What follows belongs to an exercise in optimizing a design on an open flow for a short achievable clock period and few clock cycles; a production flow would make more cautious choices.
In this exercise RTL edits were held to simulation tests only and were not proved equivalent to the original.

rev 12:
## CHIP
module CHIP(clk,
            rst_n,
            mem_wen_D,
            mem_addr_D,
            mem_wdata_D,
            mem_rdata_D,
            mem_addr_I,
            mem_rdata_I);
    input         clk, rst_n ;
    output        mem_wen_D  ;
    output [31:0] mem_addr_D ;
    output [31:0] mem_wdata_D;
    input  [31:0] mem_rdata_D;
    output [31:0] mem_addr_I ;
    input  [31:0] mem_rdata_I;
    reg  [31:0] PC;
    reg  [31:0] PC_o;                       
    reg         e_valid;
    reg  [31:0] e_a, e_b, e_r2, e_imm, e_pc, e_link;
    reg         e_selA, e_selB, e_selS;     
    reg         e_eq;                       
    reg  [4:0]  e_rd;
    reg         e_wr, e_load, e_store, e_beq, e_jal, e_jalr, e_mul;
    reg         e_add, e_sub, e_and, e_or, e_slt, e_sll, e_sra;
    localparam MQW = 252;                   
    reg  [MQW-1:0] mQ;
    reg  [63:0] mQ2;
    reg  [31:0] mres;
    reg         m_wr, m_load, m_mul;
    reg  [1:0]  m_ph;
    reg  [4:0]  m_rd;
    reg  [31:0] m_res;
    reg         m_wen;
    reg  [31:0] m_addr, m_wdata;
    reg  [31:0] rf [1:31];
    wire [31:0] mul_p;
    wire [31:0] wb = m_load ? mem_rdata_D : m_mul ? mres : m_res;
    wire [31:0] ins = mem_rdata_I;
    wire [4:0]  opc = ins[6:2];
    wire [2:0]  f3  = ins[14:12];
    wire [4:0]  rs1 = ins[19:15];
    wire [4:0]  rs2 = ins[24:20];
    wire [4:0]  rd  = ins[11:7];
    wire d_R     = (opc == 5'b01100);
  ...
Size: roughly 1700 flip-flops, ~160 I/O pins, about 110000 um2 of cells after synthesis.
==> flow/config.mk <==
export PLATFORM = sky130hd
export DESIGN_NAME = CHIP
export DESIGN_NICKNAME = CHIP
export VERILOG_FILES = /design/flow/design.v
export SDC_FILE = /design/flow/constraint.sdc
export NUM_CORES = 4
export LEC_CHECK = 0
export CAP_MARGIN = 30
export CORE_MARGIN = 2
export CORE_UTILIZATION = 30
export PLACE_DENSITY = 0.45
export SLEW_MARGIN = 20
export SYNTH_HIERARCHICAL = 1
export TNS_END_PERCENT = 10
==> flow/constraint.sdc <==
create_clock -name core_clock -period 10.0 [get_ports {clk}]
set_input_delay 2.0000 -clock core_clock [delete_from_list [all_inputs] [get_ports {clk}]]
set_output_delay 2.0000 -clock core_clock [all_outputs]
set_load 0.01 [all_outputs]
standard.sh (not shown) runs the stock make flow with config.mk's settings and CLKGATE_MAP_FILE= SYNTH_SCRIPT=/design/flow/synth_recipe.tcl, a recipe that flattens the netlist after the stock synthesis.
==> flow/flow/run.sh <==
#!/bin/bash
# The standard ORFS layout (standard.sh) with these changes:
#  - synthesis leaves adders to ABC instead of mapping full/half-adder cells first
#    (ADDER_MAP_FILE empty); registers, names and the synthesis script are unchanged;
#  - port buffers are plain buffers (buf_4) rather than the delay cell buffer_ports picks.
# The SDC and every other step are the standard ones. Each make target logs to its own file.
set -euo pipefail
EXTRA='SETUP_SLACK_MARGIN=7 MATCH_CELL_FOOTPRINT=0 "BUFFER_PORTS_ARGS=-buffer_cell sky130_fd_sc_hd__buf_4"'
sed -E "s/\"\\\$\\{@:-finish\\}\"/$EXTRA \"\${@:-finish}\"/" standard.sh > my_standard.sh
grep -q "SETUP_SLACK_MARGIN=7 MATCH_CELL_FOOTPRINT=0" my_standard.sh
sed -E "s/\"\\\$\\{@:-finish\\}\"/ADDER_MAP_FILE= \"\${@:-finish}\"/" standard.sh > synth_standard.sh
grep -q "ADDER_MAP_FILE= " synth_standard.sh
bash synth_standard.sh synth > log_synth.txt 2>&1
for t in floorplan place cts route finish; do
  bash my_standard.sh $t > log_$t.txt 2>&1
done
Testbench counts of rev 12, summed over its fixed seeds: cycles 24,307.
Input-level comparison between rev 13 and rev 12:
--- a/flow/design.v
+++ b/flow/design.v
@@ -1817,17 +1817,17 @@
     wire [31:0] pc_inc = PC + 32'd4;
     wire        s_t = taken;
     wire        s_h = ~taken & stall;
     wire        s_j = ~taken & ~stall & d_jal;
     wire        s_i = ~taken & ~stall & ~d_jal;
     wire [31:0] pc_nxt = ({32{s_t}} & tgt) | ({32{s_h}} & PC) |
                          ({32{s_j}} & jal_tgt) | ({32{s_i}} & pc_inc);
     wire [31:0] pco_nxt = ({32{s_t}} & tgt) | ({32{s_h}} & PC_o) |
-                          ({32{s_j}} & jal_tgt) | ({32{s_i}} & (PC_o + 32'd4));
+                          ({32{s_j}} & jal_tgt) | ({32{s_i}} & pc_inc);
     assign mem_addr_I  = PC_o;
     assign mem_wen_D   = m_wen;
     assign mem_addr_D  = m_addr;
     assign mem_wdata_D = m_wdata;
     always @(posedge clk or negedge rst_n) begin
         if (!rst_n) begin
             PC      <= 32'h00010000;
             PC_o    <= 32'h00010000;
@@ -1919,17 +1919,23 @@
     input  [31:0] e_a, e_b, e_r2, e_imm, e_pc, e_link, m_res;
     input         selA, selB, selS, e_eq;
     input         op_add, op_sub, op_and, op_or, op_slt, op_sll, op_sra, op_link, jalr;
     output [31:0] a, b, r2, alu, addr, tgt;
     output        eq;
     assign a  = selA ? m_res : e_a;
     assign b  = selB ? m_res : e_b;
     assign r2 = selS ? m_res : e_r2;
-    wire [31:0] sum = op_sub ? (a - b) : (a + b);
+    wire [31:0] bx_e = op_sub ? ~e_b : e_b;
+    wire [31:0] bx_m = op_sub ? ~m_res : m_res;
+    wire [31:0] s_ee = e_a + bx_e + {31'd0, op_sub};
+    wire [31:0] s_me = m_res + bx_e + {31'd0, op_sub};
+    wire [31:0] s_em = e_a + bx_m + {31'd0, op_sub};
+    wire [31:0] s_mm = m_res + bx_m + {31'd0, op_sub};
+    wire [31:0] sum = selA ? (selB ? s_mm : s_me) : (selB ? s_em : s_ee);
     wire [31:0] addr_m = m_res + e_imm;
     wire [31:0] addr_e = e_a + e_imm;
     assign addr = selA ? addr_m : addr_e;
     wire        lt  = $signed(a) < $signed(b);
     wire [31:0] shl = a << b[4:0];
     wire [31:0] shr = $signed(a) >>> b[4:0];
     assign alu = ({32{op_add | op_sub}} & sum) |
                  ({32{op_and}} & (a & b)) |
[summary]
Rev 13: flow completed, timing, DRC and antenna clean. Compared rev 13 vs rev 12, and weighted congestion at the end of routability-driven global placement is up in rev 13. Re data arrival time at the worst-slack endpoint: rev 13 and rev 12 aren't equal, and the lower value belongs to rev 12. Summary: with rev 12 as the reference, number of library cell types mapped by synthesis in rev 13 moved down by a little under 10%. Rev 13 does worse than rev 12 on wire length after detailed routing. Sort rev 13 and rev 12 by number of post-CTS setup repair buffers asc -> top: rev 13. First-pass iteration count of the detailed router (lower): rev 12. Compared with rev 12, in rev 13 final area +3.9%, final period utilization -1.1 points, final cell count +1360. When rev 13 is measured against rev 12, its mean instance size in the synthesized netlist turns out 4.0% lower. Rev 13: standard-cell row count about 3% above rev 12.
Testbench counts of rev 13, summed over its fixed seeds: cycles 24,307.

==> port drivers added, routing unchanged <==
Ports are ideal in the flow. The routed layouts listed here were re-timed in OpenROAD.
Step 1 assumes that a clkbuf_16 drives the clock port and a buf_2 every other input.
Step 2 times the ports against the registers' clock, not the clock port: input delays grow and output delays shrink by t, the midpoint of the rising clock arrivals with the driver on.
Three values: ideal ports, drivers, drivers and shift; two values: the first two.
| run | t, ns | setup WS [ns] | hold slack, ns | slew at the worst register clock pin (ns) |
|---|---|---|---|---|
| rev 12 | 1.006 | 5.502 / 5.199 / 4.193 | 0.327 / 0.327 / 0.327 | 0.08 / 0.08 |
| rev 13 | 1.060 | 5.610 / 5.166 / 4.106 | 0.320 / 0.320 / 0.320 | 0.08 / 0.08 |
After both steps setup and hold are still met in every run listed. For rev 13, which loses most, drivers alone change the setup slack by -0.444 ns; drivers and shift together by -1.504 ns.
